Context: an optimization exercise on an open-source flow, tuned for small area and a short achievable clock period. The choices shown serve that exercise and are no tape-out recipe.

==> try-ember <==
## mul_pipe
module mul_pipe(clk, reset, X1, X2, X3, X4, Y1, Y2, Y3, Y4, ans);
	input clk, reset;
	input [31:0] X1, Y1, X2, Y2, X3, Y3, X4, Y4;
	output [31:0] ans;
	wire f32 = |X1[31:16];
	wire        s0_1, s0_2, s0_3, s0_4;
	wire [7:0]  e0_1, e0_2, e0_3, e0_4;
	wire [23:0] a0_1, a0_2, a0_3, a0_4, b0_1, b0_2, b0_3, b0_4;
	unpack u1(f32, X1, Y1, s0_1, e0_1, a0_1, b0_1);
	unpack u2(f32, X2, Y2, s0_2, e0_2, a0_2, b0_2);
	unpack u3(f32, X3, Y3, s0_3, e0_3, a0_3, b0_3);
	unpack u4(f32, X4, Y4, s0_4, e0_4, a0_4, b0_4);
	wire [32:0] l0_1;
	mul_lo ml1(a0_1, b0_1[8:0], l0_1);
	wire [32:0] l0_2;
	mul_lo ml2(a0_2, b0_2[8:0], l0_2);
	wire [32:0] l0_3;
	mul_lo ml3(a0_3, b0_3[8:0], l0_3);
	wire [32:0] l0_4;
	mul_lo ml4(a0_4, b0_4[8:0], l0_4);
	reg        s1_1, s1_2, s1_3, s1_4;
	reg [7:0]  e1_1, e1_2, e1_3, e1_4;
	reg [23:0] a1_1, a1_2, a1_3, a1_4;
	reg [14:0] b1_1, b1_2, b1_3, b1_4;
	reg [32:0] l1_1, l1_2, l1_3, l1_4;
	always @(posedge clk) begin
		s1_1 <= s0_1; s1_2 <= s0_2; s1_3 <= s0_3; s1_4 <= s0_4;
		e1_1 <= e0_1; e1_2 <= e0_2; e1_3 <= e0_3; e1_4 <= e0_4;
		a1_1 <= a0_1; a1_2 <= a0_2; a1_3 <= a0_3; a1_4 <= a0_4;
		b1_1 <= b0_1[23:9]; b1_2 <= b0_2[23:9]; b1_3 <= b0_3[23:9]; b1_4 <= b0_4[23:9];
		l1_1 <= l0_1; l1_2 <= l0_2; l1_3 <= l0_3; l1_4 <= l0_4;
	end
	wire [47:0] p1;
	mul_hi mh1(a1_1, b1_1, l1_1, p1);
	wire [47:0] p2;
	mul_hi mh2(a1_2, b1_2, l1_2, p2);
	wire [47:0] p3;
	mul_hi mh3(a1_3, b1_3, l1_3, p3);
	wire [47:0] p4;
	mul_hi mh4(a1_4, b1_4, l1_4, p4);
	wire       gt12, gt34, gtp;
	wire [5:0] sh12, sh34, shp;
	wire [7:0] m12, m34, mp;
	expcmp c12(e1_1, e1_2, gt12, sh12, m12);
  ...
==> module normpack, before the edit <==
module normpack(sgn, e, mag, ans);
	input sgn;
	input [7:0] e;
	input [49:0] mag;
	output [31:0] ans;
	reg [5:0] lzc;
	integer i;
	always @(*) begin
		lzc = 6'd50;
		for (i = 0; i < 50; i = i + 1)
			if (mag[i]) lzc = 6'd49 - i;
	end
	wire [49:0] norm = mag << lzc;
	wire [48:0] bl = norm[48:0];	 
	wire zero = ~|mag;
	wire flag = |mag[49:24];
	wire [7:0] ebase = flag ? e + 8'd3 : e + 8'd29;
	wire [7:0] ez = e + 8'd30;
	wire [7:0] eo = zero ? ez : ebase - {2'b0, lzc};
	wire f2 = flag & (|bl[48:26]);
	wire [22:0] x23 = bl[48:26];
	wire r23 = bl[25] & (bl[24] | (|bl[23:2]) | bl[26]);
	wire [22:0] a23;
	assign a23[0] = 1'b1;
	genvar k;
	generate for (k = 1; k < 23; k = k + 1) begin : g23
		assign a23[k] = &x23[k-1:0];
	end endgenerate
	wire [22:0] m23 = x23 ^ (a23 & {23{r23}});
	wire [9:0] m10a, m10b;
	round10 ra(bl[48:28], m10a);
	round10 rb(bl[22:2], m10b);
	wire [9:0] m10 = flag ? m10b : m10a;
	assign ans = f2 ? {sgn, eo, m23} : {16'b0, sgn, eo[4:0], m10};
endmodule
==> module round10, before the edit <==
module round10(w, m);
	input [20:0] w;
	output [9:0] m;
	wire [9:0] x = w[20:11];
	wire r = w[10] & (w[9] | (|w[8:0]) | w[11]);
	wire [9:0] a;
	assign a[0] = 1'b1;
	genvar k;
	generate for (k = 1; k < 10; k = k + 1) begin : g
		assign a[k] = &x[k-1:0];
	end endgenerate
	assign m = x ^ (a & {10{r}});
endmodule
Settings: LEC_CHECK=0, CAP_MARGIN=20, CORE_MARGIN=2, CORE_UTILIZATION=55, PLACE_DENSITY=0.7, SETUP_SLACK_MARGIN=3.8, SLEW_MARGIN=20, TNS_END_PERCENT=10; clock period 11.0 ns.
standard.sh (not shown) runs the stock make flow with config.mk's settings and CLKGATE_MAP_FILE= SYNTH_SCRIPT=/design/flow/synth_recipe.tcl, a recipe that flattens the netlist after the stock synthesis.
==> flow/flow/run.sh <==
#!/bin/bash
# Standard ORFS layout with one extra step between synthesis and floorplan:
# flow/polopt.py removes the inverters that Yosys' full-adder extraction leaves
# between adder cells (full adders are self-dual), without changing the logic
# function or any register. Everything else is the standard flow.
set -euo pipefail
R=orfs/results/${FLOW_PLATFORM}/mul_pipe/base
bash standard.sh synth > synth.log 2>&1
cp $R/1_2_yosys.v yosys_netlist.v
python3 flow/polopt.py yosys_netlist.v polopt_netlist.v > polopt.log 2>&1
cp polopt_netlist.v $R/1_2_yosys.v
touch $R/1_2_yosys.v
rm -f $R/1_synth.odb
bash standard.sh > layout.log 2>&1
Other scripts of this flow, unchanged in this note and not shown: flow/flow/polopt.py
==> try-juniper: changes against try-ember <==
--- a/flow/design.v
+++ b/flow/design.v
@@ -160,24 +160,16 @@
 		assign a23[k] = &x23[k-1:0];
 	end endgenerate
 	wire [22:0] m23 = x23 ^ (a23 & {23{r23}});
-	wire [9:0] m10a, m10b;
-	round10 ra(bl[48:28], m10a);
-	round10 rb(bl[22:2], m10b);
-	wire [9:0] m10 = flag ? m10b : m10a;
-	assign ans = f2 ? {sgn, eo, m23} : {16'b0, sgn, eo[4:0], m10};
-endmodule
-module round10(w, m);
-	input [20:0] w;
-	output [9:0] m;
-	wire [9:0] x = w[20:11];
-	wire r = w[10] & (w[9] | (|w[8:0]) | w[11]);
-	wire [9:0] a;
-	assign a[0] = 1'b1;
-	genvar k;
-	generate for (k = 1; k < 10; k = k + 1) begin : g
-		assign a[k] = &x[k-1:0];
+	wire [20:0] w = flag ? bl[22:2] : bl[48:28];
+	wire [9:0] x10 = w[20:11];
+	wire r10 = w[10] & (w[9] | (|w[8:0]) | w[11]);
+	wire [9:0] a10;
+	assign a10[0] = 1'b1;
+	generate for (k = 1; k < 10; k = k + 1) begin : g10
+		assign a10[k] = &x10[k-1:0];
 	end endgenerate
-	assign m = x ^ (a & {10{r}});
+	wire [9:0] m10 = x10 ^ (a10 & {10{r10}});
+	assign ans = f2 ? {sgn, eo, m23} : {16'b0, sgn, eo[4:0], m10};
 endmodule
 module mul_lo(a, b, p);
 	input [23:0] a;
CTS_BUF_LIST = sky130_fd_sc_hd__clkbuf_8   (was not set)
SETUP_SLACK_MARGIN = 3.7   (was 3.8)
TNS_END_PERCENT = not set   (was 10)
==> run_results.csv <==
group,metric,value,unit
placement,dp_cells,14153,
placement,dp_slack,1210,ps
run_status,status,"timing/DRC/antenna clean",
clock_network,cts-resized-gates,624,
final_layout,seq_share,11.8,%
critical_path,r2r_slack,3630,ps
final_layout,final_cell_mix,"2,373 x nand2_1, 1,869 x fa_1, 819 x nor2_1",
critical_path,worstSetupStartpoint,"mag4[9]",
That was try-ember.
==> run_results.csv <==
group,metric,value,unit
run_status,status,"timing/DRC/antenna clean",
sta,hold_viol_final,0,
clock_network,cts.sinks,716,
critical_path,r2r_slack,3850,ps
final_layout,final_cell_mix,"2,350 x nand2_1, 1,829 x fa_1, 830 x nor2_1",
critical_path,worstSetupStartpoint,"mag4[5]",
synth,synth_nets,14292,
placement,dp_cells,14151,
clock_network,cts-resized-gates,707,
That was try-juniper.
No run of this note included a check of the RTL's function; only the layout flow was run.

[what the ideal ports hide]
In the flow no input, the clock included, has a driving cell. The finished layouts below were timed again as built, in two steps. Step 1 assumes that a clkbuf_16 drives the clock port and a buf_2 every other input. Step 2 times the ports against the registers' clock, not the clock port: input delays grow and output delays shrink by t, the midpoint of the rising clock arrivals with the driver on. Three values: no drivers, after step 1, after step 2; two values: the first two.
run	t (ns)	setup WS [ns]	worst register clock-pin slew, ns
try-ember	0.807	3.272 / 3.185 / 2.725	0.08 / 0.08
try-juniper	0.979	2.908 / 2.820 / 2.381	0.07 / 0.07
After both steps setup and hold are still met in every run listed. The setup slack of try-ember, which loses most, moves by -0.087 ns with the drivers and by -0.547 ns with both steps.
